Source: an optimization exercise on an open RTL-to-GDS flow (aim: small area, a short achievable clock period and few clock cycles per item). Production flows keep margins and buffers that such runs may drop.
At most, simulation tests tie the RTL to the original design; equivalence was not proved.
No functional check of the RTL was part of runs 6 and 7.

## design.v

```verilog
module div_lzc64 (
  input  logic [63:0] a,
  output logic [6:0]  n       
);
  logic [1:0] z2 [32];
  logic [2:0] z4 [16];
  logic [3:0] z8 [8];
  logic [4:0] z16[4];
  logic [5:0] z32[2];
  for (genvar i = 0; i < 32; i++) begin : g2
    wire h = a[2*i+1], l = a[2*i];
    assign z2[i] = h ? 2'd0 : (l ? 2'd1 : 2'd2);
  end
  for (genvar i = 0; i < 16; i++) begin : g4
    wire [1:0] h = z2[2*i+1], l = z2[2*i];
    assign z4[i] = h[1] ? {l[1], ~l[1], l[0]} : {1'b0, h};
  end
  for (genvar i = 0; i < 8; i++) begin : g8
    wire [2:0] h = z4[2*i+1], l = z4[2*i];
    assign z8[i] = h[2] ? {l[2], ~l[2], l[1:0]} : {1'b0, h};
  end
  for (genvar i = 0; i < 4; i++) begin : g16
    wire [3:0] h = z8[2*i+1], l = z8[2*i];
    assign z16[i] = h[3] ? {l[3], ~l[3], l[2:0]} : {1'b0, h};
  end
  for (genvar i = 0; i < 2; i++) begin : g32
    wire [4:0] h = z16[2*i+1], l = z16[2*i];
    assign z32[i] = h[4] ? {l[4], ~l[4], l[3:0]} : {1'b0, h};
  end
  assign n = z32[1][5] ? {z32[0][5], ~z32[0][5], z32[0][4:0]} : {1'b0, z32[1]};
endmodule
module div#(
  parameter WIDTH = 64
)(
  input                     i_clk         ,
  input                     i_rst_n       ,
  input                     i_flush       ,
  input                     i_divw        ,
  input                     i_start       ,
  output                    o_busy        ,
  output logic              o_end_valid   ,
  input                     i_end_ready   ,
  input                     i_signed      ,
  input  logic [WIDTH-1:0]  i_dividend    ,
  input  logic [WIDTH-1:0]  i_divisor     ,
  output logic [WIDTH-1:0]  o_quotient    ,
  output logic [WIDTH-1:0]  o_remainder
);
  localparam WB = 68;          
  localparam WT = WB + 1;      
  logic       busy_r, prep_r, iter_r, fix_r;
  logic [5:0] cnt;
  logic       last;
  logic       w_r, sx_r, sd_r, sq_r;
  logic [63:0]   rem_r;      
  logic [WB-1:0] b_r;        
  logic [63:0]   quo_r;
  assign o_busy      = busy_r;
  assign o_quotient  = quo_r;
  assign o_remainder = rem_r;
  wire [63:0] x_in = i_divw ? {{32{i_signed & i_dividend[31]}}, i_dividend[31:0]} : i_dividend;
  wire [63:0] d_in = i_divw ? {{32{i_signed & i_divisor [31]}}, i_divisor [31:0]} : i_divisor;
  wire [63:0] draw = b_r[63:0];
  wire        dz = ~|draw;
  wire [63:0] xa = rem_r ^ {sx_r, rem_r[63:1]};
  wire [63:0] da = draw  ^ {sd_r, draw[63:1]};
  logic [6:0] lzx, lzd;
  div_lzc64 u_lzx (.a(xa), .n(lzx));
  div_lzc64 u_lzd (.a(da), .n(lzd));
  wire [8:0]  s_ub = {2'b0, lzd} - {2'b0, lzx} + {8'b0, sx_r};
  wire        q_zero = s_ub[8];             
  wire [6:0]  s_use  = s_ub[6:0] | 7'd1;    
  wire [WB-1:0] nd_sh = (b_r << s_use) ^ {WB{~sd_r}};
  wire [WB-1:0] b1 = {b_r[WB-1], b_r[WB-1:1]};
  wire [WT-1:0] t0 = {{(WT-64){1'b0}}, rem_r} + {b_r[WB-1], b_r} + {{(WT-1){1'b0}}, ~sd_r};
  wire          a0 = ~t0[WT-1];
  wire [63:0]   r1 = a0 ? t0[63:0] : rem_r;
  wire [WT-1:0] t1 = {{(WT-64){1'b0}}, r1} + {b1[WB-1], b1} + {{(WT-1){1'b0}}, ~sd_r};
  wire          a1 = ~t1[WT-1];
  wire [63:0]   r2 = a1 ? t1[63:0] : r1;
  wire        neg_q = last & sq_r;
  wire        ext   = last & w_r;
  wire [63:0] q_neg = ~quo_r + 64'd1;
  wire [63:0] q_it  = ~neg_q ? {quo_r[61:0], a0, a1} :
                      a1     ? {~quo_r[61:0], ~a0, 1'b1} :
                      a0     ? {~quo_r[61:0], 2'b10} : {q_neg[61:0], 2'b00};
  wire [63:0] r_ext = ext ? {{32{r2[31]}}, r2[31:0]} : r2;
  wire [63:0] q_ext = ext ? {{32{q_it[31]}}, q_it[31:0]} : q_it;
  wire [63:0] r_neg = ~rem_r + 64'd1;
  wire [63:0] r_fix = w_r ? {{32{r_neg[31]}}, r_neg[31:0]} : r_neg;
  wire        short = dz | q_zero;
  wire [63:0] r_short = w_r ? {{32{rem_r[31]}}, rem_r[31:0]} : rem_r;
  wire [63:0] r_abs   = sx_r ? r_neg : rem_r;
  always_ff @(posedge i_clk or negedge i_rst_n) begin
    if (!i_rst_n) begin
      busy_r      <= 1'b0;
      prep_r      <= 1'b0;
      iter_r      <= 1'b0;
      fix_r       <= 1'b0;
      o_end_valid <= 1'b0;
    end else if (i_flush) begin
      busy_r      <= 1'b0;
      prep_r      <= 1'b0;
      iter_r      <= 1'b0;
      fix_r       <= 1'b0;
      o_end_valid <= 1'b0;
    end else begin
      prep_r <= i_start;
      if (i_start) busy_r <= 1'b1;
      else if (o_end_valid & i_end_ready) busy_r <= 1'b0;
      if (prep_r) iter_r <= ~short;
      else if (iter_r & last) iter_r <= 1'b0;
      fix_r <= iter_r & last & sx_r;
      if ((prep_r & short) | (iter_r & last & ~sx_r) | fix_r) o_end_valid <= 1'b1;
      else if (i_end_ready) o_end_valid <= 1'b0;
    end
  end
  always_ff @(posedge i_clk) begin
    if (!busy_r) begin
      rem_r <= x_in;
      w_r   <= i_divw;
      sx_r  <= i_signed & x_in[63];
      sd_r  <= i_signed & d_in[63];
      sq_r  <= i_signed & (x_in[63] ^ d_in[63]);
    end else if (prep_r) begin
      rem_r <= short ? r_short : r_abs;
      quo_r <= {64{dz}};
      cnt   <= s_use[6:1];
      last  <= (s_use[6:1] == 6'd0);
    end else if (iter_r) begin
      rem_r <= r_ext;
      quo_r <= q_ext;
      cnt   <= cnt - 6'd1;
      last  <= (cnt == 6'd1);
    end else if (fix_r) begin
      rem_r <= r_fix;
    end
  end
  always_ff @(posedge i_clk) begin
    if (!busy_r)     b_r <= {{(WB-64){i_signed & d_in[63]}}, d_in};
    else if (prep_r) b_r <= nd_sh;
    else             b_r <= {{2{b_r[WB-1]}}, b_r[WB-1:2]};
  end
endmodule
```

## flow/run.sh

```bash
#!/bin/bash
set -euo pipefail
bash standard.sh SETUP_SLACK_MARGIN=13.5 TNS_END_PERCENT=0 'BUFFER_PORTS_ARGS=-buffer_cell sky130_fd_sc_hd__buf_1' finish > standard_flow.log 2>&1
```

## standard.sh

```bash
#!/bin/bash
# synth_recipe.tcl (not shown) runs the flow's synth.tcl, then flattens the netlist and writes it again
# the make line also repeats each setting of config.mk as NAME=value (left out here)
make -C /OpenROAD-flow-scripts/flow DESIGN_CONFIG=/design/flow/config.mk WORK_HOME=/design/flow/orfs CLKGATE_MAP_FILE= SYNTH_SCRIPT=/design/flow/synth_recipe.tcl "${@:-finish}"
```

## config.mk

```make
export PLATFORM = sky130hd
export DESIGN_NAME = div
export DESIGN_NICKNAME = div
export VERILOG_FILES = /design/flow/design.v
export SDC_FILE = /design/flow/constraint.sdc
export NUM_CORES = 4
export LEC_CHECK = 0
export CAP_MARGIN = 20
export CORE_MARGIN = 2
export CORE_UTILIZATION = 45
export CTS_BUF_LIST = sky130_fd_sc_hd__clkbuf_8
export PLACE_DENSITY = 0.6
export SLEW_MARGIN = 20
```

## constraint.sdc

```tcl
create_clock -name core_clock -period 20.0 [get_ports {i_clk}]
set_input_delay 4.0000 -clock core_clock [delete_from_list [all_inputs] [get_ports {i_clk}]]
set_output_delay 4.0000 -clock core_clock [all_outputs]
set_load 0.01 [all_outputs]
```

==> flow_metrics.py, run 1 <==
metrics = {
    "synth": {
        "synth_cell_types": 104,
        "yosysWarnings": 7,
        "synthTopCellsByCount": "a21oi_1 (482), nor2_1 (393), nand2_1 (354)",
        "ys_seq_area_share_pct": 19.1,
        "yosysTopAreaCell": "edfxtp_1",
        "yosys-top-cells-area": "edfxtp_1 (14%), ha_1 (9.7%), a21oi_1 (8.1%)",
        "syn-num-nets": 4403,
        "yosysTopAreaCellShare_pct": 14.1,
        "synth_seq_cells": 212,
        "ys.flop_type": "edfxtp_1",
        "syn_area_sq_um": 29800,
        "synth-edff-count": 140,
        "synth.most_common_cell": "a21oi_1",
        "ys_async_sr_fraction_pct": 2.36,
        "postSynthAreaPerCell_sq_um": 7.38,
        "syn-instance-count": 4032,
    },
    "finish": {
        "final_area_sq_um": 35500,
        "finish.utilization_pct": 54.0,
        "fin_cells": 5198,
        "syn_to_final_growth_pct": 19.1,
        "drive_gt1_share_pct": 12.9,
        "fin_nets": 4668,
    },
    "grt": {
        "gr-total-overflow": 0,
        "grt_pass1_wl_um": 201000,
        "grt_max_degree": 80,
        "gr-usage-all-layers_pct": 39.2,
        "grt_pass1_vias": 31380,
        "grt_antenna_before_repair": 6,
    },
    "timing": {
        "clock-skew-final_ns": 0.0730,
        "final.setup.tns_ns": 0,
        "rsz0062_at_grt": "true",
        "hold_viol": 0,
        "setup_violations": 0,
        "period_share_pct": 33.9,
        "fin_crit_ns": 6.78,
        "max_freq_mhz": 148,
        "tightest_slew_ns": 1.41,
        "max_slew_margin_pct": 5.29,
        "slew_violations": 0,
    },
    "clocking": {
        "clock_latency_ns": 0.72,
        "cts-root-buf": "clkbuf_8",
        "clkSlewWorstSetupHoldPaths_ns": 0.06,
        "cts.htree.levels": 2,
        "cts_tree": "yes",
        "ctsHoldBuffers": 0,
        "cts_made_buffers": 45,
        "clkSinkCount": 212,
        "clock_path_buffers": 3,
    },
    "critical_path": {
        "crit_path_start_kind": "flop",
        "required_ns": 20.56,
        "crit_path_end_kind": "flop",
        "crit_top_cell": "mux2i_1",
        "cp_cell_sequence": "inv_1, ha_1, nor4_1, nand2_1, nor2_1, a211oi_1, a31oi_2, ha_1, inv_1, fa_1, xor2_4, xor2_4, buf_12, mux2i_1, mux2i_1, mux2i_1, mux2i_1, o21ai_0, a21oi_1, xnor2_1, mux2i_1, a22oi_1",
        "crit_fanout": 71,
        "cpPeakStageDelay_ns": 0.56,
        "cp.arrival_ns": 7.34,
        "path_class": "reg -> reg",
        "cp_slowest_cell": "edfxtp_1",
    },
    "floorplan": {
        "die_area_sq_um": 68200,
        "fp-row-count": 94,
        "initial_core_util_pct": 45.4,
        "core_sq_um": 65600,
        "die_y_um": 261,
        "die_x_um": 261,
        "io_pins": 265,
    },
    "placement": {
        "dp_hpwl_um": 102000,
        "placed_area_sq_um": 31500,
        "dp_cells": 4982,
        "io_buffers": 264,
        "gp_congestion": 1.04,
    },
    "route": {
        "wl_per_cell_um": 26.8,
        "viasPerCell": 6.47,
        "antenna_left": 0,
        "drc": 0,
        "vias": 33622,
        "drt-total-wl_um": 139000,
        "drt_iter0_markers": 4113,
        "drt-pass1-iter-count": 6,
    },
    "job": {
        "maxCapViolations": 0,
    },
    "status": {
        "outcome": "finished clean",
    },
    "worst_hold_path": {
        "hold_class": "reg -> reg",
    },
}
## worst paths after layout
kind | startpoint | endpoint | slack [ns] | depth (start not counted)
worst max register to register | rem_r[60] | b_r[62] | 13.22 | 22
min in group asynchronous | i_rst_n | prep_r | 3.23 | 1
max in group asynchronous | i_rst_n | busy_r | 16.43 | 1
worst max-delay path | rem_r[60] | b_r[62] | 13.22 | 22
worst min register to register | b_r[15] | b_r[13] | 0.56 | 2
worst min-delay path | b_r[15] | b_r[13] | 0.56 | 2
## metal layers
metal	up-vias	global-route usage [%]	part of all wire, %
met1	15859	49.9	39
met4	4	25.2	7.7
met5	-	0	0.019
li1	15239	-	-
met3	527	8.05	10
met2	1993	60.3	43
## state kept, by name (all words and copies together), names as in the netlist
register	flops
quo_r	64
fix_r	1
cnt	6
w_r	1
busy_r	1
iter_r	1
o_end_valid	1
prep_r	1
rem_r	64
sq_r	1
sx_r	1
sd_r	1
b_r	68
last	1
## final cells by class
type | instances | area, sq um
fill | 6506 | 30200
multi-input combinational | 3336 | 23600
sequential | 212 | 5690
timing repair buffer | 459 | 3160
tap | 864 | 1080
inverter | 242 | 942
clock buffer | 51 | 702
clock inverter | 30 | 234
timing repair inverter | 1 | 8.76
antenna | 3 | 7.51
## through the flow
step / setup slack, ns / hold slack, ns
after global routing: 13.15 / 0.595
after detailed placement: 10.68 / 0.564
final: 13.22 / 0.556
after floorplan: 13.00 / 0.486
after global placement: 10.86 / 0.555
after CTS: 13.44 / 0.572
## repair_timing
item | in CTS | in global routing
buffers inserted | 70 | 40
endpoints found under the setup margin | 264 | 253
resized for setup | 241 | 125
cloned | 19 | 2
pin swaps | 55 | 79
## worst max-delay path, delay by kind of cell, from the launching register on
kind | cells | cell delay, ns
simple gates | 3 | 1.11
mux | 5 | 1.36
buf+inv | 3 | 0.70
compound gates | 5 | 1.10
xor+xnor | 3 | 0.67
fa+ha+maj | 3 | 1.09
flops | 1 | 0.56
## placed cells by master (no fill, tap or decap), types with 34 or more instances in the layout
master    Yosys  final
a21oi_1     482    443
nor2_1      393    381
nand2_1     354    341
buf_1        24    264
o21ai_0     284    251
inv_1       236    245
xnor2_1     247    242
mux2i_1     240    231
ha_1        231    200
buf_4         6    144
edfxtp_1    140    140
nand3_1     113    113
xor2_1       88     83
nor3_1       88     79
nand4_1      76     76
a21o_1       69     69
dfxtp_1      67     60
clkbuf_8      0     52
a31oi_1      56     46
nor4_1       56     44
o21bai_1     37     37
a211oi_1     39     34
## logic make-up after synthesis
group                    after synthesis  share of synthesized area, %
AND/OR/NAND/NOR                     1257                          19.9
AO/OA/AOI/OAI                       1241                          25.5
buffers and inverters                487                          6.48
XOR/XNOR                             338                          10.1
multiplexers                         261                          8.99
adder cells (fa/ha/maj)              236                          10.0
flip-flops                           212                          19.1
Testbench counts, summed over its fixed seeds: cycles 6,959, items 900.
==> run 2, diff against run 1 <==
==> flow/run.sh (replaced) <==
#!/bin/bash
set -euo pipefail
bash standard.sh SETUP_SLACK_MARGIN=13 'BUFFER_PORTS_ARGS=-buffer_cell sky130_fd_sc_hd__buf_2' finish > standard_flow.log 2>&1
--- a/config.mk
+++ b/config.mk
@@ -8,6 +8,5 @@
 export CAP_MARGIN = 20
 export CORE_MARGIN = 2
 export CORE_UTILIZATION = 45
-export CTS_BUF_LIST = sky130_fd_sc_hd__clkbuf_8
 export PLACE_DENSITY = 0.6
 export SLEW_MARGIN = 20
==> run 2 against run 1 <==
Net effect:
- clock skew down 0.046 ns
- final cell count down 2.3%
- fmax down 2.1%
- critical path depth down 2
- setup slack worse by 0.14 ns
- critical endpoint is now b_r[67]
- largest cell class unchanged
==> flow_metrics.py, run 2 <==
metrics = {
    "synth": {
        "yosysTopAreaCell": "edfxtp_1",
        "syn-instance-count": 4032,
        "yosysWarnings": 7,
        "synth-edff-count": 140,
        "yosysTopAreaCellShare_pct": 14.1,
        "synth_cell_types": 104,
        "ys_async_sr_fraction_pct": 2.36,
        "syn-num-nets": 4403,
        "ys_seq_area_share_pct": 19.1,
        "synth_seq_cells": 212,
        "yosys-top-cells-area": "edfxtp_1 (14%), ha_1 (9.7%), a21oi_1 (8.1%)",
        "syn_area_sq_um": 29800,
        "synth.most_common_cell": "a21oi_1",
        "synthTopCellsByCount": "a21oi_1 (482), nor2_1 (393), nand2_1 (354)",
        "postSynthAreaPerCell_sq_um": 7.38,
        "ys.flop_type": "edfxtp_1",
    },
    "timing": {
        "hold_viol": 0,
        "max_freq_mhz": 145,
        "fin_crit_ns": 6.92,
        "max_slew_margin_pct": 26.6,
        "tightest_slew_ns": 1.10,
        "period_share_pct": 34.6,
        "clock-skew-final_ns": 0.0269,
        "slew_violations": 0,
        "rsz0062_at_grt": "false",
        "setup_violations": 0,
        "final.setup.tns_ns": 0,
    },
    "finish": {
        "top_register": "b_r",
        "final_common_cell": "a21oi_1",
        "finish.utilization_pct": 51.7,
        "fillers": 6615,
        "layout_common_cells": "a21oi_1 (471), nor2_1 (383), nand2_1 (350)",
        "largest_register_ffs": 68,
        "syn_to_final_growth_pct": 13.9,
        "fin_nets": 4563,
        "drive_gt1_share_pct": 14.1,
        "top_regs": "b_r (68), quo_r (64), rem_r (64)",
    },
    "placement": {
        "dp_hpwl_um": 101000,
        "gp_congestion": 1.03,
        "io_buffers": 264,
    },
    "job": {
        "maxCapViolations": 0,
    },
    "critical_path": {
        "cp.arrival_ns": 7.32,
        "crit_fanout": 13,
        "required_ns": 20.40,
        "crit_path_start_kind": "flop",
        "crit_path_end_kind": "flop",
        "crit_top_cell": "o21ai_0",
        "cp_cell_sequence": "buf_4, inv_4, ha_1, nor4_4, nand2_1, nand4b_1, o21ai_0, o21ai_0, a31oi_2, ha_1, inv_1, fa_1, xor2_4, and3_1, xnor3_2, nor4_1, mux2i_1, o22ai_1, xnor2_1, o21ai_0",
        "path_class": "reg -> reg",
        "cpPeakStageDelay_ns": 0.85,
        "cp_slowest_cell": "nor4_1",
    },
    "grt": {
        "grt_max_degree": 79,
        "gr-usage-all-layers_pct": 37.2,
        "grt_pass1_vias": 30151,
        "grt_pass1_wl_um": 192000,
        "grt_antenna_before_repair": 5,
        "gr-total-overflow": 0,
    },
    "route": {
        "wl_per_cell_um": 26.3,
        "vias": 32528,
        "drt-pass1-iter-count": 8,
        "drc": 0,
        "viasPerCell": 6.40,
        "drt_iter0_markers": 3680,
        "antenna_left": 0,
        "drt-total-wl_um": 134000,
    },
    "worst_hold_path": {
        "hold_class": "reg -> reg",
    },
    "clocking": {
        "cts_tree": "yes",
        "clock_latency_ns": 0.63,
        "clkSinkCount": 212,
        "cts-root-buf": "clkbuf_16",
        "clkSlewWorstSetupHoldPaths_ns": 0.07,
        "cts_made_buffers": 28,
        "ctsHoldBuffers": 0,
        "clock_path_buffers": 3,
        "cts.htree.levels": 1,
    },
    "floorplan": {
        "fp-row-count": 94,
        "die_x_um": 261,
        "initial_core_util_pct": 45.4,
        "io_pins": 265,
        "core_sq_um": 65600,
        "die_area_sq_um": 68200,
        "die_y_um": 261,
    },
    "status": {
        "outcome": "finished clean",
    },
}
run 2: routing by layer:
metal | track usage [%] | wire (um) | vias to the layer above
li1 | - | - | 15023
met1 | 47.8 | 54000 | 15456
met2 | 59.7 | 59400 | 1641
met3 | 6.87 | 12400 | 402
met4 | 18.6 | 7920 | 6
met5 | 0 | 53 | -
run 2: worst paths after layout:
path	startpoint	endpoint	slack, ns	cells past startpoint
setup / recovery	rem_r[31]	b_r[67]	13.08	20
hold reg to reg	b_r[11]	b_r[9]	0.56	2
min in group asynchronous	i_rst_n	busy_r	3.21	1
hold / removal	b_r[11]	b_r[9]	0.56	2
setup reg to reg	rem_r[31]	b_r[67]	13.08	20
max in group asynchronous	i_rst_n	prep_r	16.61	1
run 2: area by class of cell:
type / count / area, sq um / share of cell area, %
multi-input combinational: 3339 / 23000 / 67.8
sequential: 212 / 5680 / 16.7
timing repair buffer: 369 / 2290 / 6.75
tap: 864 / 1080 / 3.19
inverter: 242 / 941 / 2.77
clock buffer: 31 / 712 / 2.10
clock inverter: 21 / 230 / 0.679
antenna: 1 / 2.50 / 0.00738
run 2: repair_timing:
item | in CTS | in global routing
pin swaps | 7 | 11
setup buffers | 13 | 12
gates resized for setup | 69 | 96
cloned | 5 | 3
hold endpoints to repair | 0 | 0
setup endpoints to repair | 264 | 237
run 2: kinds of logic (layout without fill, tap and decap cells):
family | count (synthesis) | count (layout) | synth area share [%]
xor+xnor | 338 | 339 | 10.1
fa+ha+maj | 236 | 236 | 10.0
mux | 261 | 261 | 8.99
buf+inv | 487 | 663 | 6.48
simple gates | 1257 | 1262 | 19.9
compound gates | 1241 | 1241 | 25.5
other cells | 0 | 1 | 0
flops | 212 | 212 | 19.1
run 2: worst max-delay path: cells and delay by family, from the launching register on:
| family | cells | cell delay, ns |
|---|---|---|
| AO/OA/AOI/OAI | 5 | 1.53 |
| XOR/XNOR | 3 | 0.95 |
| AND/OR/NAND/NOR | 5 | 2.04 |
| flip-flops | 1 | 0.32 |
| adder cells (fa/ha/maj) | 3 | 1.15 |
| buffers and inverters | 3 | 0.50 |
| multiplexers | 1 | 0.16 |
run 2: through the flow:
| stage | std cells | setup WS, ns | instance area (sq um) | hold slack, ns |
|---|---|---|---|---|
| after floorplan | 4032 | 13.00 | 29800 | 0.486 |
| after CTS | 5062 | 12.99 | 33300 | 0.572 |
| after detailed placement | 4992 | 11.19 | 31900 | 0.557 |
| final | 5079 | 13.08 | 33900 | 0.561 |
| after global routing | 5078 | 12.99 | 33900 | 0.591 |
| after global placement | 4992 | 11.13 | 31900 | 0.547 |
==> run 3, diff against run 2 <==
==> flow/run.sh (replaced) <==
#!/bin/bash
set -euo pipefail
bash standard.sh SETUP_SLACK_MARGIN=13.5 TNS_END_PERCENT=0 'BUFFER_PORTS_ARGS=-buffer_cell sky130_fd_sc_hd__buf_2' finish > standard_flow.log 2>&1
==> run 3 against run 2 <==
Net effect:
- utilization grew 1.2 points
- final cell count up 0.77%
- die area did not move
- clock-buffer cell count unchanged
- clock skew fell by 0.0043 ns
- sequential cell count stayed put
- critical path type unchanged
- synthesized cell count unchanged
==> flow_metrics.py, run 3 <==
metrics = {
    "synth": {
        "postSynthAreaPerCell_sq_um": 7.38,
        "syn_area_sq_um": 29800,
        "synth_seq_cells": 212,
        "yosysTopAreaCellShare_pct": 14.1,
        "ys_seq_area_share_pct": 19.1,
        "synth.most_common_cell": "a21oi_1",
        "synth_cell_types": 104,
        "yosysWarnings": 7,
        "syn-instance-count": 4032,
        "yosysTopAreaCell": "edfxtp_1",
        "synth-edff-count": 140,
        "yosys-top-cells-area": "edfxtp_1 (14%), ha_1 (9.7%), a21oi_1 (8.1%)",
        "ys_async_sr_fraction_pct": 2.36,
        "synthTopCellsByCount": "a21oi_1 (482), nor2_1 (393), nand2_1 (354)",
        "syn-num-nets": 4403,
        "ys.flop_type": "edfxtp_1",
    },
    "critical_path": {
        "cp_cell_sequence": "inv_1, ha_1, nor3_1, nand2_1, nor2_1, a211oi_1, a31oi_2, ha_1, inv_1, fa_1, xor2_4, and3_2, xnor3_4, buf_6, mux2i_2, mux2i_2, o21ai_0, a21oi_1, xnor2_1, mux2i_1, a22oi_1",
        "cp.buffers_inverters": 3,
        "cp_slowest_cell": "edfxtp_1",
        "crit_path_end_kind": "flop",
        "cpPeakStageDelay_ns": 0.56,
        "crit_fanout": 35,
        "required_ns": 20.45,
        "path_class": "reg -> reg",
        "critical_path.top_delay_family": "simple AND/OR/NAND/NOR gates",
        "cp.arrival_ns": 7.23,
        "crit_path_start_kind": "flop",
    },
    "floorplan": {
        "die_y_um": 261,
        "die_x_um": 261,
        "io_pins": 265,
        "initial_core_util_pct": 45.4,
        "core_sq_um": 65600,
        "fp-row-count": 94,
        "die_area_sq_um": 68200,
    },
    "clocking": {
        "clkSinkCount": 212,
        "cts-root-buf": "clkbuf_16",
        "cts_tree": "yes",
        "clkSlewWorstSetupHoldPaths_ns": 0.07,
        "ctsHoldBuffers": 0,
        "cts_made_buffers": 28,
        "clock_latency_ns": 0.63,
        "cts.htree.levels": 1,
        "clock_path_buffers": 3,
    },
    "route": {
        "drt_iter0_markers": 3698,
        "viasPerCell": 6.41,
        "drt-total-wl_um": 135000,
        "wl_per_cell_um": 26.5,
        "drt-pass1-iter-count": 8,
        "vias": 32811,
        "drc": 0,
        "antenna_left": 0,
    },
    "finish": {
        "layout_common_cells": "a21oi_1 (458), nor2_1 (380), nand2_1 (346)",
        "top_register": "b_r",
        "top_regs": "b_r (68), quo_r (64), rem_r (64)",
        "fin_nets": 4602,
        "largest_register_ffs": 68,
        "syn_to_final_growth_pct": 16.5,
        "final_common_cell": "a21oi_1",
        "drive_gt1_share_pct": 16.5,
    },
    "timing": {
        "period_share_pct": 33.9,
        "fin_crit_ns": 6.78,
        "clock-skew-final_ns": 0.0226,
        "slew_violations": 0,
        "tightest_slew_ns": 1.10,
        "setup_violations": 0,
        "hold_viol": 0,
        "max_freq_mhz": 148,
        "final.setup.tns_ns": 0,
        "rsz0062_at_grt": "true",
        "max_slew_margin_pct": 26.5,
    },
    "grt": {
        "grt_pass1_wl_um": 194000,
        "grt_pass1_vias": 30255,
        "grt_max_degree": 79,
        "gr-total-overflow": 0,
        "gr-usage-all-layers_pct": 37.5,
        "grt_antenna_before_repair": 5,
    },
    "status": {
        "outcome": "finished clean",
    },
    "job": {
        "maxCapViolations": 0,
    },
    "placement": {
        "io_buffers": 264,
        "gp_congestion": 1.03,
        "dp_hpwl_um": 101000,
    },
    "worst_hold_path": {
        "hold_class": "reg -> reg",
    },
}
[run 3: changes by cell type in the layout (fill, tap and decap cells not counted), sizes merged]
| cell | before | now |
|---|---|---|
| clkbuf | 35 | 36 |
| clkinv | 16 | 17 |
| bufbuf | 0 | 1 |
| buf | 365 | 401 |
[run 3: worst reg2reg max path: stages (launching register included)]
cell	delay, ns
edfxtp_1	0.56
inv_1	0.25
ha_1	0.38
nor3_1	0.50
nand2_1	0.22
nor2_1	0.47
a211oi_1	0.20
a31oi_2	0.39
ha_1	0.25
inv_1	0.06
fa_1	0.47
xor2_4	0.34
and3_2	0.36
xnor3_4	0.40
buf_6	0.26
mux2i_2	0.26
mux2i_2	0.31
o21ai_0	0.16
a21oi_1	0.26
xnor2_1	0.13
mux2i_1	0.28
a22oi_1	0.14
[run 3: stage by stage]
step	area, sq um	hold WS [ns]	cells	utilization (%)	setup WS, ns
after floorplan	29800	0.486	4032	-	13.00
after global placement	31900	0.547	4992	48.6	11.13
after detailed placement	31900	0.557	4992	48.6	11.19
after CTS	33600	0.572	5070	51.3	13.23
after global routing	34700	0.591	5117	52.9	13.10
final	34700	0.558	5118	52.9	13.22
[run 3: layout make-up]
cell class	count	area (sq um)
antenna	1	2.50
clock buffer	31	712
clock inverter	21	230
fill	6549	30900
inverter	242	946
multi-input combinational	3339	23300
sequential	212	5680
tap	864	1080
timing repair buffer	407	2720
timing repair inverter	1	8.76
[run 3: timing repair]
item                                    CTS  global route
setup buffers                            18            40
resized for setup                       114           144
pin swaps                                14            32
cloned                                    8             6
endpoints found under the setup margin  267           261
[run 3: layer usage]
layer / part of all wire (%) / global-route usage [%] / up-vias / wire length, um
met3: 9.8 / 7.05 / 450 / 13200
met4: 6.4 / 19.5 / 4 / 8720
met2: 44 / 59.9 / 1795 / 59600
met1: 40 / 48.3 / 15453 / 53800
met5: 0.020 / 0 / - / 27
li1: - / - / 15109 / -
[run 3: final timing paths]
| check | from | to | slack [ns] | cells past startpoint |
|---|---|---|---|---|
| setup reg to reg | rem_r[61] | b_r[62] | 13.22 | 21 |
| hold reg to reg | b_r[11] | b_r[9] | 0.56 | 2 |
| min in group asynchronous | i_rst_n | busy_r | 3.22 | 1 |
| max in group asynchronous | i_rst_n | prep_r | 16.60 | 1 |
| setup / recovery | rem_r[61] | b_r[62] | 13.22 | 21 |
| hold / removal | b_r[11] | b_r[9] | 0.56 | 2 |
[run 3: cells by family (layout without fill, tap and decap cells)]
family	Yosys count	count (layout)	share of synthesized area [%]
compound gates	1241	1241	25.5
mux	261	261	8.99
xor+xnor	338	339	10.1
fa+ha+maj	236	236	10.0
simple gates	1257	1262	19.9
buf+inv	487	702	6.48
flops	212	212	19.1
other cells	0	1	0
==> run 4, diff against run 3 <==
--- a/config.mk
+++ b/config.mk
@@ -7,6 +7,6 @@
 export LEC_CHECK = 0
 export CAP_MARGIN = 20
 export CORE_MARGIN = 2
-export CORE_UTILIZATION = 45
-export PLACE_DENSITY = 0.6
+export CORE_UTILIZATION = 50
+export PLACE_DENSITY = 0.65
 export SLEW_MARGIN = 20
==> run 4 against run 3 <==
Net effect:
- synthesized cell count unchanged
- final cell count decreased by 1.9%
- final area is 0.38% lower
- die area is 9.9% lower
- first-iteration DRC count is 7.6% higher
- via count grew 1.1%
- critical endpoint is now rem_r[33]
==> flow_metrics.py, run 4 <==
metrics = {
    "clocking": {
        "cts-root-buf": "clkbuf_16",
        "clkSlewWorstSetupHoldPaths_ns": 0.07,
        "clkSinkCount": 212,
        "cts_tree": "yes",
        "clock_path_buffers": 3,
        "cts.htree.levels": 1,
        "clock_latency_ns": 0.61,
        "cts_made_buffers": 28,
        "ctsHoldBuffers": 0,
    },
    "synth": {
        "yosysTopAreaCell": "edfxtp_1",
        "synth-compound-area-share_pct": 25.5,
        "yosysWarnings": 7,
        "syn_area_sq_um": 29800,
        "syn-instance-count": 4032,
        "ys.flop_type": "edfxtp_1",
        "synth_top_family_by_area": "compound AO/OA/AOI/OAI gates",
        "synth.most_common_cell": "a21oi_1",
        "yosys-top-cells-area": "edfxtp_1 (14%), ha_1 (9.7%), a21oi_1 (8.1%)",
        "yosysTopAreaCellShare_pct": 14.1,
        "muxShareOfSynthArea_pct": 8.99,
        "postSynthAreaPerCell_sq_um": 7.38,
        "yosys.area_share.simple_pct": 19.9,
        "syn-num-nets": 4403,
        "ys_async_sr_fraction_pct": 2.36,
        "synthTopCellsByCount": "a21oi_1 (482), nor2_1 (393), nand2_1 (354)",
        "synth_xor_xnor_area_share_pct": 10.1,
        "synth_seq_cells": 212,
        "ys_seq_area_share_pct": 19.1,
        "synth_cell_types": 104,
        "synth-edff-count": 140,
        "synth_adder_area_share_pct": 10.0,
    },
    "route": {
        "drt_iter0_markers": 3979,
        "wl_met3_um": 14700,
        "drt-pass1-iter-count": 6,
        "highest_layer": "met4",
        "route.met2.wl_um": 58900,
        "antenna_left": 0,
        "vias": 33159,
        "wl_per_cell_um": 27.0,
        "drc": 0,
        "viasPerCell": 6.61,
        "wl_met1_um": 52600,
        "drt-total-wl_um": 135000,
    },
    "floorplan": {
        "die_y_um": 248,
        "initial_core_util_pct": 50.5,
        "core_sq_um": 58900,
        "die_x_um": 248,
        "fp-row-count": 89,
        "io_pins": 265,
        "die_area_sq_um": 61500,
    },
    "timing": {
        "final.setup.tns_ns": 0,
        "max_freq_mhz": 151,
        "max_slew_margin_pct": 20.2,
        "fin_crit_ns": 6.64,
        "slew_violations": 0,
        "clock-skew-final_ns": 0.0272,
        "rsz0062_at_grt": "true",
        "hold_viol": 0,
        "tightest_slew_ns": 1.19,
        "period_share_pct": 33.2,
        "setup_violations": 0,
    },
    "finish": {
        "diodes": 0,
        "top_regs": "b_r (68), quo_r (64), rem_r (64)",
        "top_register": "b_r",
        "fin_nets": 4596,
        "regArea_sq_um": 5690,
        "fillers": 5623,
        "multi_input_area_sq_um": 23300,
        "syn_to_final_growth_pct": 16.1,
        "drive_gt1_share_pct": 16.2,
        "finish.utilization_pct": 58.7,
        "largest_register_ffs": 68,
        "layout_common_cells": "a21oi_1 (462), nor2_1 (380), nand2_1 (347)",
        "final_common_cell": "a21oi_1",
    },
    "grt": {
        "grt_pass1_wl_um": 195000,
        "grt_max_degree": 84,
        "gr-total-overflow": 0,
        "gr-usage-all-layers_pct": 41.9,
        "grt_pass1_vias": 30565,
        "grt_antenna_before_repair": 0,
    },
    "critical_path": {
        "crit_path_end_kind": "flop",
        "critical_path.top_delay_family": "compound AO/OA/AOI/OAI gates",
        "cp_slowest_cell": "or3_4",
        "crit_path_start_kind": "flop",
        "required_ns": 20.35,
        "cp.buffers_inverters": 7,
        "reg2reg_from": "sd_r",
        "ff2ff_path_depth": 30,
        "crit_fanout": 10,
        "path_class": "reg -> reg",
        "r2r-end": "rem_r[33]",
        "regToRegSetupSlack_ns": 13.36,
        "cp.arrival_ns": 6.99,
        "cpPeakStageDelay_ns": 0.40,
        "crit_top_cell": "buf_12",
    },
    "placement": {
        "gp_congestion": 1.03,
        "io_buffers": 264,
        "dp_hpwl_um": 101000,
    },
    "worst_hold_path": {
        "hold_class": "reg -> reg",
        "hp-start": "b_r[66]",
        "hold_depth": 2,
        "whs_endpoint": "b_r[64]",
    },
    "job": {
        "maxCapViolations": 0,
    },
    "status": {
        "outcome": "finished clean",
    },
}
-- run 4: cell counts after synthesis --
No cell type changed its count.
-- run 4: what timing repair did --
action,4_1_cts,5_1_grt
setup buffers,27,30
pin swaps,21,24
setup endpoints to repair,262,260
gates resized for setup,154,95
gates cloned,10,6
-- run 4: cells by family after synthesis --
| kind of cell | count (synthesis) |
|---|---|
| adder cells (fa/ha/maj) | 236 |
| buffers and inverters | 487 |
| XOR/XNOR | 338 |
| AND/OR/NAND/NOR | 1257 |
| AO/OA/AOI/OAI | 1241 |
| multiplexers | 261 |
| flip-flops | 212 |
-- run 4: worst max-delay path by stage --
| stage | startpoint | to | slack (ns) | cells past startpoint |
|---|---|---|---|---|
| final | sd_r | rem_r[33] | 13.36 | 30 |
| after global routing | rem_r[31] | rem_r[33] | 13.23 | 27 |
| after CTS | sd_r | rem_r[62] | 13.37 | 28 |
| after detailed placement | sd_r | rem_r[54] | 11.28 | 26 |
| after global placement | sd_r | rem_r[54] | 11.34 | 26 |
| after floorplan | sd_r | quo_r[45] | 13.00 | 32 |
-- run 4: worst reg2reg max path: cells and delay by family (launching register included) --
kind            cells  cell delay (ns)
compound gates     12             2.69
simple gates        8             1.50
buf+inv             7             1.05
fa+ha+maj           3             0.78
flops               1             0.38
-- run 4: area by class of cell --
cell class              instances  area share, %
repair inverters                1         0.0253
clock buffers                  37           2.27
well taps                     773           2.80
clock inverters                15          0.554
inverters                     242           2.72
flip-flops and latches        212           16.5
repair buffers                402           7.88
multi-input cells            3338           67.3
-- run 4: layer usage --
layer / global-route usage, % / vias to the layer above
li1: - / 15098
met1: 54.6 / 15606
met2: 64.8 / 2010
met3: 8.04 / 445
met4: 23.7 / 0
met5: 0 / -
-- run 4: stage by stage --
step | area (sq um) | worst slack (ns) | instances | hold slack (ns)
floorplan | 29800 | 13.00 | 4032 | 0.486
global placement | 31700 | 11.34 | 4895 | 0.545
detailed placement | 31700 | 11.28 | 4895 | 0.538
CTS | 33800 | 13.37 | 4984 | 0.554
global route | 34600 | 13.23 | 5020 | 0.631
finish | 34600 | 13.36 | 5020 | 0.567
==> run 5, diff against run 4 <==
==> flow/run.sh (replaced) <==
#!/bin/bash
set -euo pipefail
bash standard.sh SETUP_SLACK_MARGIN=13 TNS_END_PERCENT=0 'BUFFER_PORTS_ARGS=-buffer_cell sky130_fd_sc_hd__buf_2' finish > standard_flow.log 2>&1
==> run 5 against run 4 <==
Net effect:
- non-clock buffer count down 43
- sequential share of layout area increased by 0.41 points
- synthesized cell count stayed put
- die area unchanged
- fmax decreased by 5.2%
- utilization fell by 1.5 points
- clock skew down 0.0037 ns
- via count fell by 0.82%
- first-iteration DRC count shrank 1.9%
- critical path type unchanged
- largest cell class unchanged
==> flow_metrics.py, run 5 <==
metrics = {
    "synth": {
        "synth.most_common_cell": "a21oi_1",
        "yosys-top-cells-area": "edfxtp_1 (14%), ha_1 (9.7%), a21oi_1 (8.1%)",
        "ys.flop_type": "edfxtp_1",
        "yosysWarnings": 7,
        "synth-edff-count": 140,
        "ys_async_sr_fraction_pct": 2.36,
        "yosysTopAreaCell": "edfxtp_1",
        "ys_seq_area_share_pct": 19.1,
        "synth_seq_cells": 212,
        "syn-instance-count": 4032,
        "synthTopCellsByCount": "a21oi_1 (482), nor2_1 (393), nand2_1 (354)",
        "syn-num-nets": 4403,
        "synth_cell_types": 104,
        "syn_area_sq_um": 29800,
        "postSynthAreaPerCell_sq_um": 7.38,
        "yosysTopAreaCellShare_pct": 14.1,
    },
    "floorplan": {
        "die_area_sq_um": 61500,
        "core_sq_um": 58900,
        "io_pins": 265,
        "initial_core_util_pct": 50.5,
        "die_y_um": 248,
        "fp-row-count": 89,
        "die_x_um": 248,
    },
    "clocking": {
        "clock_path_buffers": 3,
        "ctsHoldBuffers": 0,
        "clock_latency_ns": 0.61,
        "cts_made_buffers": 28,
        "cts-root-buf": "clkbuf_16",
        "clkSlewWorstSetupHoldPaths_ns": 0.07,
        "cts.htree.levels": 1,
        "cts_tree": "yes",
        "clkSinkCount": 212,
    },
    "worst_hold_path": {
        "whs_endpoint": "b_r[64]",
        "hold_depth": 2,
        "hp-start": "b_r[66]",
        "hold_class": "reg -> reg",
    },
    "route": {
        "drc": 0,
        "vias": 32887,
        "drt-pass1-iter-count": 8,
        "antenna_left": 0,
        "wl_per_cell_um": 26.7,
        "drt-total-wl_um": 133000,
        "viasPerCell": 6.61,
        "drt_iter0_markers": 3905,
    },
    "finish": {
        "top_regs": "b_r (68), quo_r (64), rem_r (64)",
        "final_area_sq_um": 33700,
        "layout_common_cells": "a21oi_1 (471), nor2_1 (384), nand2_1 (352)",
        "syn_to_final_growth_pct": 13.1,
        "largest_register_ffs": 68,
        "top_register": "b_r",
        "fin_nets": 4552,
        "final_common_cell": "a21oi_1",
        "finish.utilization_pct": 57.1,
        "drive_gt1_share_pct": 13.8,
        "diodes": 0,
    },
    "critical_path": {
        "ff2ff_path_depth": 26,
        "regToRegSetupSlack_ns": 12.99,
        "cp.arrival_ns": 7.35,
        "crit_path_start_kind": "flop",
        "r2r-end": "rem_r[57]",
        "reg2reg_from": "sd_r",
        "crit_path_end_kind": "flop",
        "crit_fanout": 40,
        "required_ns": 20.34,
        "cp.buffers_inverters": 5,
        "critical_path.top_delay_family": "compound AO/OA/AOI/OAI gates",
        "path_class": "reg -> reg",
        "cpPeakStageDelay_ns": 0.48,
        "cp_slowest_cell": "nor2_1",
    },
    "grt": {
        "grt_max_degree": 84,
        "grt_antenna_before_repair": 5,
        "gr-usage-all-layers_pct": 41.3,
        "grt_pass1_vias": 30160,
        "gr-total-overflow": 0,
        "grt_pass1_wl_um": 192000,
    },
    "timing": {
        "max_freq_mhz": 143,
        "max_slew_margin_pct": 22.2,
        "fin_crit_ns": 7.01,
        "whs_ns": 0.573,
        "final.setup.tns_ns": 0,
        "rsz0062_at_grt": "true",
        "period_share_pct": 35.0,
        "setup_violations": 0,
        "hold_viol": 0,
        "slew_violations": 0,
        "clock-skew-final_ns": 0.0235,
        "tightest_slew_ns": 1.16,
    },
    "job": {
        "maxCapViolations": 0,
    },
    "placement": {
        "placed_area_sq_um": 31700,
        "dp_hpwl_um": 101000,
        "gp_congestion": 1.03,
        "io_buffers": 264,
    },
    "status": {
        "outcome": "finished clean",
    },
}
-- run 5: what timing repair did --
action / 4_1_cts / 5_1_grt
resized for setup: 41 / 102
endpoints found under the setup margin: 255 / 256
gates cloned: 5 / 3
pin swaps: 6 / 6
buffers inserted: 10 / 11
-- run 5: tightest hold or removal path, cell delays in order (launching register included) --
cell and delay [ns]:
dfxtp_1 0.38, a21oi_1 0.09, o21ai_0 0.06
-- run 5: area by class of cell --
cell class | instances | area (sq um)
clock inverters | 15 | 191
inverters | 242 | 941
well taps | 773 | 967
clock buffers | 37 | 786
fillers | 5728 | 25300
repair buffers | 359 | 2200
flip-flops and latches | 212 | 5680
multi-input cells | 3338 | 22900
-- run 5: through the flow --
step                      worst slack [ns]  instances
after floorplan                      13.00       4032
after global placement               11.34       4895
after detailed placement             11.28       4895
after CTS                            12.86       4962
after global routing                 12.80       4976
final                                12.99       4976
-- run 5: layer usage --
layer  part of all wire (%)  track usage (%)  wire [um]
met4                    6.6             22.2       8740
met3                     11             7.81      14100
met5                  0.023                0         30
met2                     44             64.3      58200
met1                     39             53.9      52000
-- run 5: worst max-delay path by stage --
stage | from | end | slack (ns) | cells after the start
CTS | rem_r[45] | rem_r[35] | 12.86 | 24
global route | sd_r | rem_r[58] | 12.80 | 28
detailed placement | sd_r | rem_r[54] | 11.28 | 26
floorplan | sd_r | quo_r[45] | 13.00 | 32
global placement | sd_r | rem_r[54] | 11.34 | 26
finish | sd_r | rem_r[57] | 12.99 | 26
-- run 5: kinds of logic (layout without fill, tap and decap cells) --
logic type | after synthesis | count (layout) | share of synthesized area (%)
AO/OA/AOI/OAI | 1241 | 1241 | 25.5
AND/OR/NAND/NOR | 1257 | 1262 | 19.9
buffers and inverters | 487 | 653 | 6.48
multiplexers | 261 | 261 | 8.99
adder cells (fa/ha/maj) | 236 | 236 | 10.0
flip-flops | 212 | 212 | 19.1
XOR/XNOR | 338 | 338 | 10.1
==> run 6, diff against run 5 <==
--- a/design.v
+++ b/design.v
@@ -46,7 +46,7 @@
   output logic [WIDTH-1:0]  o_quotient    ,
   output logic [WIDTH-1:0]  o_remainder
 );
-  localparam WB = 68;          
+  localparam WB = 66;          
   localparam WT = WB + 1;      
   logic       busy_r, prep_r, iter_r, fix_r;
   logic [5:0] cnt;
@@ -67,7 +67,9 @@
   logic [6:0] lzx, lzd;
   div_lzc64 u_lzx (.a(xa), .n(lzx));
   div_lzc64 u_lzd (.a(da), .n(lzd));
-  wire [8:0]  s_ub = {2'b0, lzd} - {2'b0, lzx} + {8'b0, sx_r};
+  wire        px = sx_r & ~|(~rem_r[63:1] & rem_r[62:0]);
+  wire        pd = sd_r & ~|(~draw[63:1]  & draw[62:0]);
+  wire [8:0]  s_ub = {2'b0, lzd} - {2'b0, lzx} + {8'b0, px} - {8'b0, pd};
   wire        q_zero = s_ub[8];             
   wire [6:0]  s_use  = s_ub[6:0] | 7'd1;    
   wire [WB-1:0] nd_sh = (b_r << s_use) ^ {WB{~sd_r}};
==> flow/run.sh (replaced) <==
#!/bin/bash
set -euo pipefail
bash standard.sh SETUP_SLACK_MARGIN=13.5 TNS_END_PERCENT=0 'BUFFER_PORTS_ARGS=-buffer_cell sky130_fd_sc_hd__buf_2' finish > standard_flow.log 2>&1
--- a/config.mk
+++ b/config.mk
@@ -7,6 +7,6 @@
 export LEC_CHECK = 0
 export CAP_MARGIN = 20
 export CORE_MARGIN = 2
-export CORE_UTILIZATION = 50
-export PLACE_DENSITY = 0.65
+export CORE_UTILIZATION = 45
+export PLACE_DENSITY = 0.6
 export SLEW_MARGIN = 20
==> run 6 against run 5 <==
Net effect:
- via count up 7.2%
- first-iteration DRC count up 36%
- final cell count up 6.3%
==> flow_metrics.py, run 6 <==
metrics = {
    "grt": {
        "grt_pass1_vias": 31864,
        "gr-usage-all-layers_pct": 42.9,
        "grt_antenna_before_repair": 5,
        "gr-total-overflow": 0,
        "grt_max_degree": 76,
        "grt_pass1_wl_um": 216000,
    },
    "synth": {
        "synth_cell_types": 92,
        "syn-num-nets": 4390,
        "yosysTopAreaCell": "edfxtp_1",
        "ys_seq_area_share_pct": 19.0,
        "syn-instance-count": 4009,
        "synth_adder_area_share_pct": 10.5,
        "yosysWarnings": 7,
        "synth_xor_xnor_area_share_pct": 9.00,
        "ys_async_sr_fraction_pct": 2.38,
        "postSynthAreaPerCell_sq_um": 7.41,
        "muxShareOfSynthArea_pct": 6.34,
        "synth_seq_cells": 210,
        "yosysTopAreaCellShare_pct": 14.2,
        "yosys-top-cells-area": "edfxtp_1 (14%), ha_1 (10%), a21oi_1 (6.2%)",
        "synthTopCellsByCount": "nand2_1 (424), a21oi_1 (366), nor2_1 (347)",
        "synth-compound-area-share_pct": 29.1,
        "synth.most_common_cell": "nand2_1",
        "yosys.area_share.simple_pct": 20.2,
        "synth-edff-count": 140,
        "synth_top_family_by_area": "compound AO/OA/AOI/OAI gates",
        "ys.flop_type": "edfxtp_1",
        "syn_area_sq_um": 29700,
    },
    "finish": {
        "syn_to_final_growth_pct": 23.4,
        "top_regs": "b_r (66), quo_r (64), rem_r (64)",
        "layout_common_cells": "nand2_1 (416), a21oi_1 (348), nor2_1 (326)",
        "fin_nets": 4781,
        "final_common_cell": "nand2_1",
        "regArea_sq_um": 5690,
        "top_register": "b_r",
        "drive_gt1_share_pct": 21.5,
        "largest_register_ffs": 66,
        "multi_input_area_sq_um": 23700,
        "fillers": 6330,
    },
    "route": {
        "wl_per_cell_um": 29.1,
        "route.met2.wl_um": 64000,
        "drc": 0,
        "antenna_left": 0,
        "viasPerCell": 6.66,
        "drt-total-wl_um": 154000,
        "vias": 35249,
        "drt-pass1-iter-count": 8,
        "wl_met3_um": 19200,
        "drt_iter0_markers": 5302,
        "wl_met1_um": 60300,
        "highest_layer": "met5",
    },
    "critical_path": {
        "required_ns": 20.35,
        "crit_path_start_kind": "flop",
        "cpPeakStageDelay_ns": 0.55,
        "cp.arrival_ns": 7.34,
        "cp.buffers_inverters": 7,
        "crit_fanout": 17,
        "critical_path.top_delay_family": "compound AO/OA/AOI/OAI gates",
        "path_class": "reg -> reg",
        "crit_path_end_kind": "flop",
        "cp_slowest_cell": "a2111o_1",
    },
    "timing": {
        "whs_ns": 0.487,
        "max_slew_margin_pct": 9.00,
        "final.setup.tns_ns": 0,
        "rsz0062_at_grt": "true",
        "setup_violations": 0,
        "tightest_slew_ns": 1.35,
        "clock-skew-final_ns": 0.0530,
        "period_share_pct": 35.0,
        "fin_crit_ns": 6.99,
        "max_freq_mhz": 143,
        "hold_viol": 0,
        "slew_violations": 0,
    },
    "job": {
        "maxCapViolations": 0,
    },
    "clocking": {
        "cts.htree.levels": 1,
        "ctsHoldBuffers": 0,
        "cts-root-buf": "clkbuf_16",
        "clock_latency_ns": 0.66,
        "clkSlewWorstSetupHoldPaths_ns": 0.06,
        "clkSinkCount": 210,
        "clock_path_buffers": 3,
        "cts_made_buffers": 29,
        "cts_tree": "yes",
    },
    "floorplan": {
        "die_y_um": 261,
        "core_sq_um": 65500,
        "io_pins": 265,
        "die_area_sq_um": 68000,
        "die_x_um": 261,
        "fp-row-count": 94,
        "initial_core_util_pct": 45.3,
    },
    "placement": {
        "dp_hpwl_um": 111000,
        "io_buffers": 264,
        "gp_congestion": 1.03,
    },
    "worst_hold_path": {
        "hold_class": "reg -> reg",
    },
    "status": {
        "outcome": "finished clean",
    },
}
==> run 6: changes by cell type in the layout (fill, tap and decap cells not counted), sizes merged, moves of 27 or more <==
cell and delta:
nor2 -47, xnor2 -61, inv -38, buf +219, xor2 +30, a21oi -116
nand3 -35, a32oi +27, nand2 +70, mux2i -72, nor2b +37
==> run 6: repair_timing <==
action	CTS	global route
pin swaps	52	57
endpoints found under the setup margin	263	262
setup buffers	153	70
cloned	16	5
resized for setup	255	122
==> run 6: cell type report <==
type / count / area share, %
Timing Repair Buffer: 585 / 11.9
Antenna cell: 3 / 0.0205
Tap cell: 864 / 2.95
Multi-Input combinational cell: 3350 / 64.7
Clock inverter: 12 / 0.201
Clock buffer: 42 / 2.17
Sequential cell: 210 / 15.5
Inverter: 224 / 2.53
==> run 6: metrics by stage <==
stage | util, % | setup slack [ns] | instance area, sq um | cells
CTS | 54.3 | 13.14 | 35600 | 5212
detailed placement | 48.8 | 10.36 | 32000 | 4989
finish | 55.9 | 13.01 | 36600 | 5290
floorplan | - | 13.45 | 29800 | 4009
global placement | 48.8 | 10.32 | 32000 | 4989
global route | 55.9 | 12.89 | 36600 | 5289
==> run 6: path summary, 6_finish.rpt <==
kind,startpoint,slack [ns],cells past startpoint,endpoint
setup / recovery,sd_r,13.01,29,rem_r[60]
hold / removal,b_r[24],0.49,2,b_r[22]
setup reg to reg,sd_r,13.01,29,rem_r[60]
hold reg to reg,b_r[24],0.49,2,b_r[22]
max in group asynchronous,i_rst_n,16.65,1,busy_r
min in group asynchronous,i_rst_n,3.17,1,fix_r
==> run 6: cell families (layout without fill, tap and decap cells) <==
| family | after synthesis | after routing |
|---|---|---|
| other | 0 | 3 |
| XOR/XNOR | 305 | 305 |
| AO/OA/AOI/OAI | 1327 | 1333 |
| adder cells (fa/ha/maj) | 246 | 246 |
| multiplexers | 186 | 186 |
| AND/OR/NAND/NOR | 1276 | 1280 |
| flip-flops | 210 | 210 |
| buffers and inverters | 459 | 863 |
==> run 6: per-layer routing <==
layer	vias to the layer above	global-route usage, %
li1	15645	-
met3	531	10.5
met1	16635	57.1
met5	-	0
met2	2436	63.2
met4	2	24.0
==> run 6: worst register-to-register path, delay by kind of cell, from the launching register on <==
kind / cells / cell delay [ns]
flops: 1 / 0.40
buf+inv: 7 / 1.07
simple gates: 5 / 0.73
compound gates: 14 / 3.46
fa+ha+maj: 3 / 1.02
==> run 7, diff against run 6 <==
--- a/design.v
+++ b/design.v
@@ -51,23 +51,35 @@
   logic       busy_r, prep_r, iter_r, fix_r;
   logic [5:0] cnt;
   logic       last;
-  logic       w_r, sx_r, sd_r, sq_r;
+  logic       w_r, uw_r, sx_r, sd_r, sq_r;
   logic [63:0]   rem_r;      
   logic [WB-1:0] b_r;        
   logic [63:0]   quo_r;
   assign o_busy      = busy_r;
   assign o_quotient  = quo_r;
   assign o_remainder = rem_r;
-  wire [63:0] x_in = i_divw ? {{32{i_signed & i_dividend[31]}}, i_dividend[31:0]} : i_dividend;
-  wire [63:0] d_in = i_divw ? {{32{i_signed & i_divisor [31]}}, i_divisor [31:0]} : i_divisor;
+  wire [63:0] x_out = i_divw ? {{32{i_dividend[31]}}, i_dividend[31:0]} : i_dividend;
+  wire [63:0] d_in  = i_divw ? {{32{i_signed & i_divisor [31]}}, i_divisor [31:0]} : i_divisor;
+  wire        sx_in = i_signed & x_out[63];
+  wire        sd_in = i_signed & d_in[63];
+  wire [63:0] xa_in = x_out ^ {sx_in, x_out[63:1]};
+  wire [63:0] da_in = d_in  ^ {sd_in, d_in[63:1]};
+  logic [64:0] td_in;                       
+  always_comb begin
+    td_in[64] = 1'b0;
+    for (int i = 63; i >= 0; i--) td_in[i] = td_in[i+1] | da_in[i];
+  end
+  wire [63:0] td_n  = sx_in ? {2'b0, td_in[63:2]} : {1'b0, td_in[63:1]};
+  wire        qz_in = ~|d_in | ((sx_in ? td_in[1] : td_in[0]) & ~|(xa_in & ~td_n));
   wire [63:0] draw = b_r[63:0];
   wire        dz = ~|draw;
-  wire [63:0] xa = rem_r ^ {sx_r, rem_r[63:1]};
+  wire [63:0] xr = {rem_r[63:32] & {32{~uw_r}}, rem_r[31:0]};
+  wire [63:0] xa = xr ^ {sx_r, xr[63:1]};
   wire [63:0] da = draw  ^ {sd_r, draw[63:1]};
   logic [6:0] lzx, lzd;
   div_lzc64 u_lzx (.a(xa), .n(lzx));
   div_lzc64 u_lzd (.a(da), .n(lzd));
-  wire        px = sx_r & ~|(~rem_r[63:1] & rem_r[62:0]);
+  wire        px = sx_r & ~|(~xr[63:1] & xr[62:0]);
   wire        pd = sd_r & ~|(~draw[63:1]  & draw[62:0]);
   wire [8:0]  s_ub = {2'b0, lzd} - {2'b0, lzx} + {8'b0, px} - {8'b0, pd};
   wire        q_zero = s_ub[8];             
@@ -91,8 +103,7 @@
   wire [63:0] r_neg = ~rem_r + 64'd1;
   wire [63:0] r_fix = w_r ? {{32{r_neg[31]}}, r_neg[31:0]} : r_neg;
   wire        short = dz | q_zero;
-  wire [63:0] r_short = w_r ? {{32{rem_r[31]}}, rem_r[31:0]} : rem_r;
-  wire [63:0] r_abs   = sx_r ? r_neg : rem_r;
+  wire [63:0] r_abs   = sx_r ? r_neg : xr;
   always_ff @(posedge i_clk or negedge i_rst_n) begin
     if (!i_rst_n) begin
       busy_r      <= 1'b0;
@@ -107,25 +118,27 @@
       fix_r       <= 1'b0;
       o_end_valid <= 1'b0;
     end else begin
-      prep_r <= i_start;
+      prep_r <= i_start & ~qz_in;
       if (i_start) busy_r <= 1'b1;
       else if (o_end_valid & i_end_ready) busy_r <= 1'b0;
       if (prep_r) iter_r <= ~short;
       else if (iter_r & last) iter_r <= 1'b0;
       fix_r <= iter_r & last & sx_r;
-      if ((prep_r & short) | (iter_r & last & ~sx_r) | fix_r) o_end_valid <= 1'b1;
+      if ((i_start & qz_in) | (prep_r & short) | (iter_r & last & ~sx_r) | fix_r) o_end_valid <= 1'b1;
       else if (i_end_ready) o_end_valid <= 1'b0;
     end
   end
   always_ff @(posedge i_clk) begin
     if (!busy_r) begin
-      rem_r <= x_in;
+      rem_r <= x_out;
+      quo_r <= {64{~|d_in}};
+      uw_r  <= i_divw & ~i_signed;
       w_r   <= i_divw;
-      sx_r  <= i_signed & x_in[63];
-      sd_r  <= i_signed & d_in[63];
-      sq_r  <= i_signed & (x_in[63] ^ d_in[63]);
+      sx_r  <= sx_in;
+      sd_r  <= sd_in;
+      sq_r  <= sx_in ^ sd_in;
     end else if (prep_r) begin
-      rem_r <= short ? r_short : r_abs;
+      if (!short) rem_r <= r_abs;
       quo_r <= {64{dz}};
       cnt   <= s_use[6:1];
       last  <= (s_use[6:1] == 6'd0);
==> flow/run.sh (replaced) <==
#!/bin/bash
set -euo pipefail
bash standard.sh SETUP_SLACK_MARGIN=12.5 'BUFFER_PORTS_ARGS=-buffer_cell sky130_fd_sc_hd__buf_2' finish > standard_flow.log 2>&1
==> run 7 against run 6 <==
Net effect:
- final area up 0.67%
- global-route usage down 2.4 points
- wire length about the same
- worst hold slack better by 0.097 ns
- non-clock buffer count down 121
- still clean
==> flow_metrics.py, run 7 <==
metrics = {
    "status": {
        "outcome": "finished clean",
    },
    "finish": {
        "layout_common_cells": "o21ai_0 (401), nor2_1 (375), a21oi_1 (365)",
        "largest_register_ffs": 66,
        "fin_nets": 4896,
        "syn_to_final_growth_pct": 17.5,
        "drive_gt1_share_pct": 17.2,
        "fin_cells": 5472,
        "final_common_cell": "o21ai_0",
        "top_register": "b_r",
        "fillers": 6802,
        "final_area_sq_um": 36900,
        "finish.utilization_pct": 53.6,
        "top_regs": "b_r (66), quo_r (64), rem_r (64)",
    },
    "clocking": {
        "clock_latency_ns": 0.64,
        "cts.htree.levels": 1,
        "cts_made_buffers": 30,
        "cts_tree": "yes",
        "clkSinkCount": 211,
        "cts-root-buf": "clkbuf_16",
        "clock_path_buffers": 3,
        "clkSlewWorstSetupHoldPaths_ns": 0.06,
    },
    "route": {
        "viasPerCell": 6.69,
        "drt-pass1-iter-count": 9,
        "antenna_left": 0,
        "wl_per_cell_um": 28.2,
        "drt-total-wl_um": 154000,
        "vias": 36631,
        "drt_iter0_markers": 5092,
        "drc": 0,
    },
    "grt": {
        "grt.met2_usage_pct": 60.2,
        "gr-total-overflow": 0,
        "use_met3_pct": 9.85,
        "gr-usage-all-layers_pct": 40.5,
        "grt_pass1_wl_um": 217000,
        "grt_max_degree": 106,
        "grt-busiest-layer": "met2",
        "grt_antenna_before_repair": 4,
        "grt_pass1_vias": 32974,
        "grt_use_met1_pct": 52.5,
    },
    "placement": {
        "gp_congestion": 1.07,
        "io_buffers": 264,
        "dp_cells": 5289,
        "placed_area_sq_um": 33700,
        "dp_slack_ns": 10.02,
        "dp_hpwl_um": 117000,
    },
    "synth": {
        "ys.flop_type": "edfxtp_1",
        "synth_seq_cells": 211,
        "syn-num-nets": 4639,
        "yosysWarnings": 7,
        "synth-edff-count": 141,
        "synth_cell_types": 101,
        "syn-instance-count": 4257,
        "yosys-top-cells-area": "edfxtp_1 (13%), ha_1 (9.6%), o21ai_0 (6.9%)",
        "syn_area_sq_um": 31400,
        "ys_seq_area_share_pct": 18.0,
        "yosysTopAreaCellShare_pct": 13.5,
        "ys_async_sr_fraction_pct": 2.37,
        "yosysTopAreaCell": "edfxtp_1",
        "postSynthAreaPerCell_sq_um": 7.38,
        "synthTopCellsByCount": "o21ai_0 (432), a21oi_1 (388), nor2_1 (385)",
        "synth.most_common_cell": "o21ai_0",
    },
    "critical_path": {
        "crit_path_end_kind": "flop",
        "crit_path_start_kind": "flop",
        "crit_top_cell": "a21oi_1",
        "cp_slowest_cell": "a21oi_1",
        "required_ns": 20.46,
        "cp.arrival_ns": 8.19,
        "cpPeakStageDelay_ns": 0.70,
        "path_class": "reg -> reg",
        "crit_fanout": 52,
    },
    "floorplan": {
        "fp-row-count": 96,
        "initial_core_util_pct": 45.6,
        "die_y_um": 268,
        "core_sq_um": 68800,
        "die_area_sq_um": 71900,
        "die_x_um": 268,
        "io_pins": 265,
    },
    "timing": {
        "fin_ws_ns": 12.26,
        "period_share_pct": 38.7,
        "max_freq_mhz": 129,
        "slew_violations": 0,
        "tightest_slew_ns": 1.23,
        "hold_viol": 0,
        "setup_violations": 0,
        "rsz0062_at_grt": "true",
        "fin_crit_ns": 7.74,
        "clock-skew-final_ns": 0.0313,
        "max_slew_margin_pct": 17.5,
        "final.setup.tns_ns": 0,
    },
    "job": {
        "maxCapViolations": 0,
    },
    "worst_hold_path": {
        "hold_class": "reg -> reg",
    },
}
run 7: cell types whose count changed after synthesis, sizes merged, moves of 22 or more:
cell | before | now
a21o | 89 | 67
a21oi | 366 | 389
a221oi | 25 | 48
a32oi | 29 | 4
mux4 | 0 | 23
nand2 | 424 | 360
nand2b | 24 | 74
nand3 | 79 | 121
nor2 | 348 | 386
nor2b | 67 | 30
nor3 | 74 | 120
o211ai | 44 | 86
o21ai | 293 | 435
xor2 | 118 | 161
run 7: cell type report:
| class | instances | area [sq um] | area share (%) |
|---|---|---|---|
| clock buffer | 39 | 826 | 2.24 |
| timing repair buffer | 464 | 3170 | 8.58 |
| multi-input combinational | 3571 | 25000 | 67.8 |
| inverter | 236 | 896 | 2.43 |
| tap | 931 | 1160 | 3.16 |
| antenna | 4 | 10.0 | 0.0271 |
| sequential | 211 | 5690 | 15.4 |
| clock inverter | 16 | 134 | 0.363 |
run 7: logic make-up (layout without fill, tap and decap cells):
family / count (synthesis) / after routing / share of synthesized area [%]
compound gates: 1429 / 1435 / 28.6
simple gates: 1329 / 1329 / 20.0
buf+inv: 481 / 755 / 5.95
xor+xnor: 361 / 361 / 10.1
fa+ha+maj: 247 / 247 / 9.99
flops: 211 / 211 / 18.0
mux: 199 / 199 / 7.37
other cells: 0 / 4 / 0
run 7: per-layer routing:
| layer | wire length (um) | up-vias |
|---|---|---|
| li1 | - | 16269 |
| met1 | 59600 | 17299 |
| met2 | 63700 | 2489 |
| met3 | 18900 | 574 |
| met4 | 12100 | 0 |
| met5 | 0 | - |
run 7: path summary, 6_finish.rpt:
check | start | to | slack (ns) | cells after the start
worst max-delay path | b_r[47] | b_r[56] | 12.26 | 25
worst min-delay path | b_r[64] | b_r[62] | 0.58 | 2
worst max register to register | b_r[47] | b_r[56] | 12.26 | 25
worst min register to register | b_r[64] | b_r[62] | 0.58 | 2
max in group asynchronous | i_rst_n | prep_r | 16.60 | 1
min in group asynchronous | i_rst_n | busy_r | 3.20 | 1
run 7: critical path, delay by kind of cell, from the launching register on:
family          cells  cell delay [ns]
compound gates     10             2.60
buf+inv             3             0.88
flops               1             0.51
mux                 1             0.21
simple gates        6             1.58
fa+ha+maj           4             1.47
xor+xnor            1             0.29
run 7: what timing repair did:
| item | in CTS | in global routing |
|---|---|---|
| setup buffers | 27 | 82 |
| pin swaps | 12 | 44 |
| setup endpoints to repair | 227 | 205 |
| cloned | 5 | 8 |
| gates resized for setup | 93 | 174 |
| hold buffers | 0 | 0 |
run 7: per-stage QoR:
step	hold WS, ns
2_1_floorplan	0.490
3_3_place_gp	0.557
3_5_place_dp	0.560
4_1_cts	0.568
5_1_grt	0.608
6_report	0.584

==> afterwards: timing with drivers on the ports <==
No port has a modelled driver above. Below, the same layouts with a new extraction and two added sets of constraints. Step 1: set_driving_cell puts a clkbuf_16 on i_clk and a buf_2 on each other input, an assumption about the parent block. Step 2 adds t to the input delays and takes it off the output delays; t is the mean of the earliest and latest rising clock arrival at the registers after step 1. Input paths then give back, and output paths get back, about the clock's delay inside the block. Slacks: ideal / step 1 / step 2; pairs: ideal / step 1.
run	shift t [ns]	slack for setup (ns)	worst slew at a driven data input, ns
run 1	0.744	13.225 / 13.225 / 13.225	0.06
run 2	0.678	13.082 / 13.082 / 13.082	0.06
run 3	0.678	13.224 / 13.224 / 13.224	0.06
run 4	0.659	13.358 / 13.358 / 13.358	0.05
run 5	0.661	12.992 / 12.992 / 12.992	0.05
run 6	0.705	13.006 / 13.006 / 13.006	0.08
run 7	0.688	12.262 / 12.262 / 11.912	0.07
After both steps setup and hold are still met in every run listed. The setup slack of run 7, which loses most, moves by 0.000 ns with the drivers and by -0.350 ns with both steps.
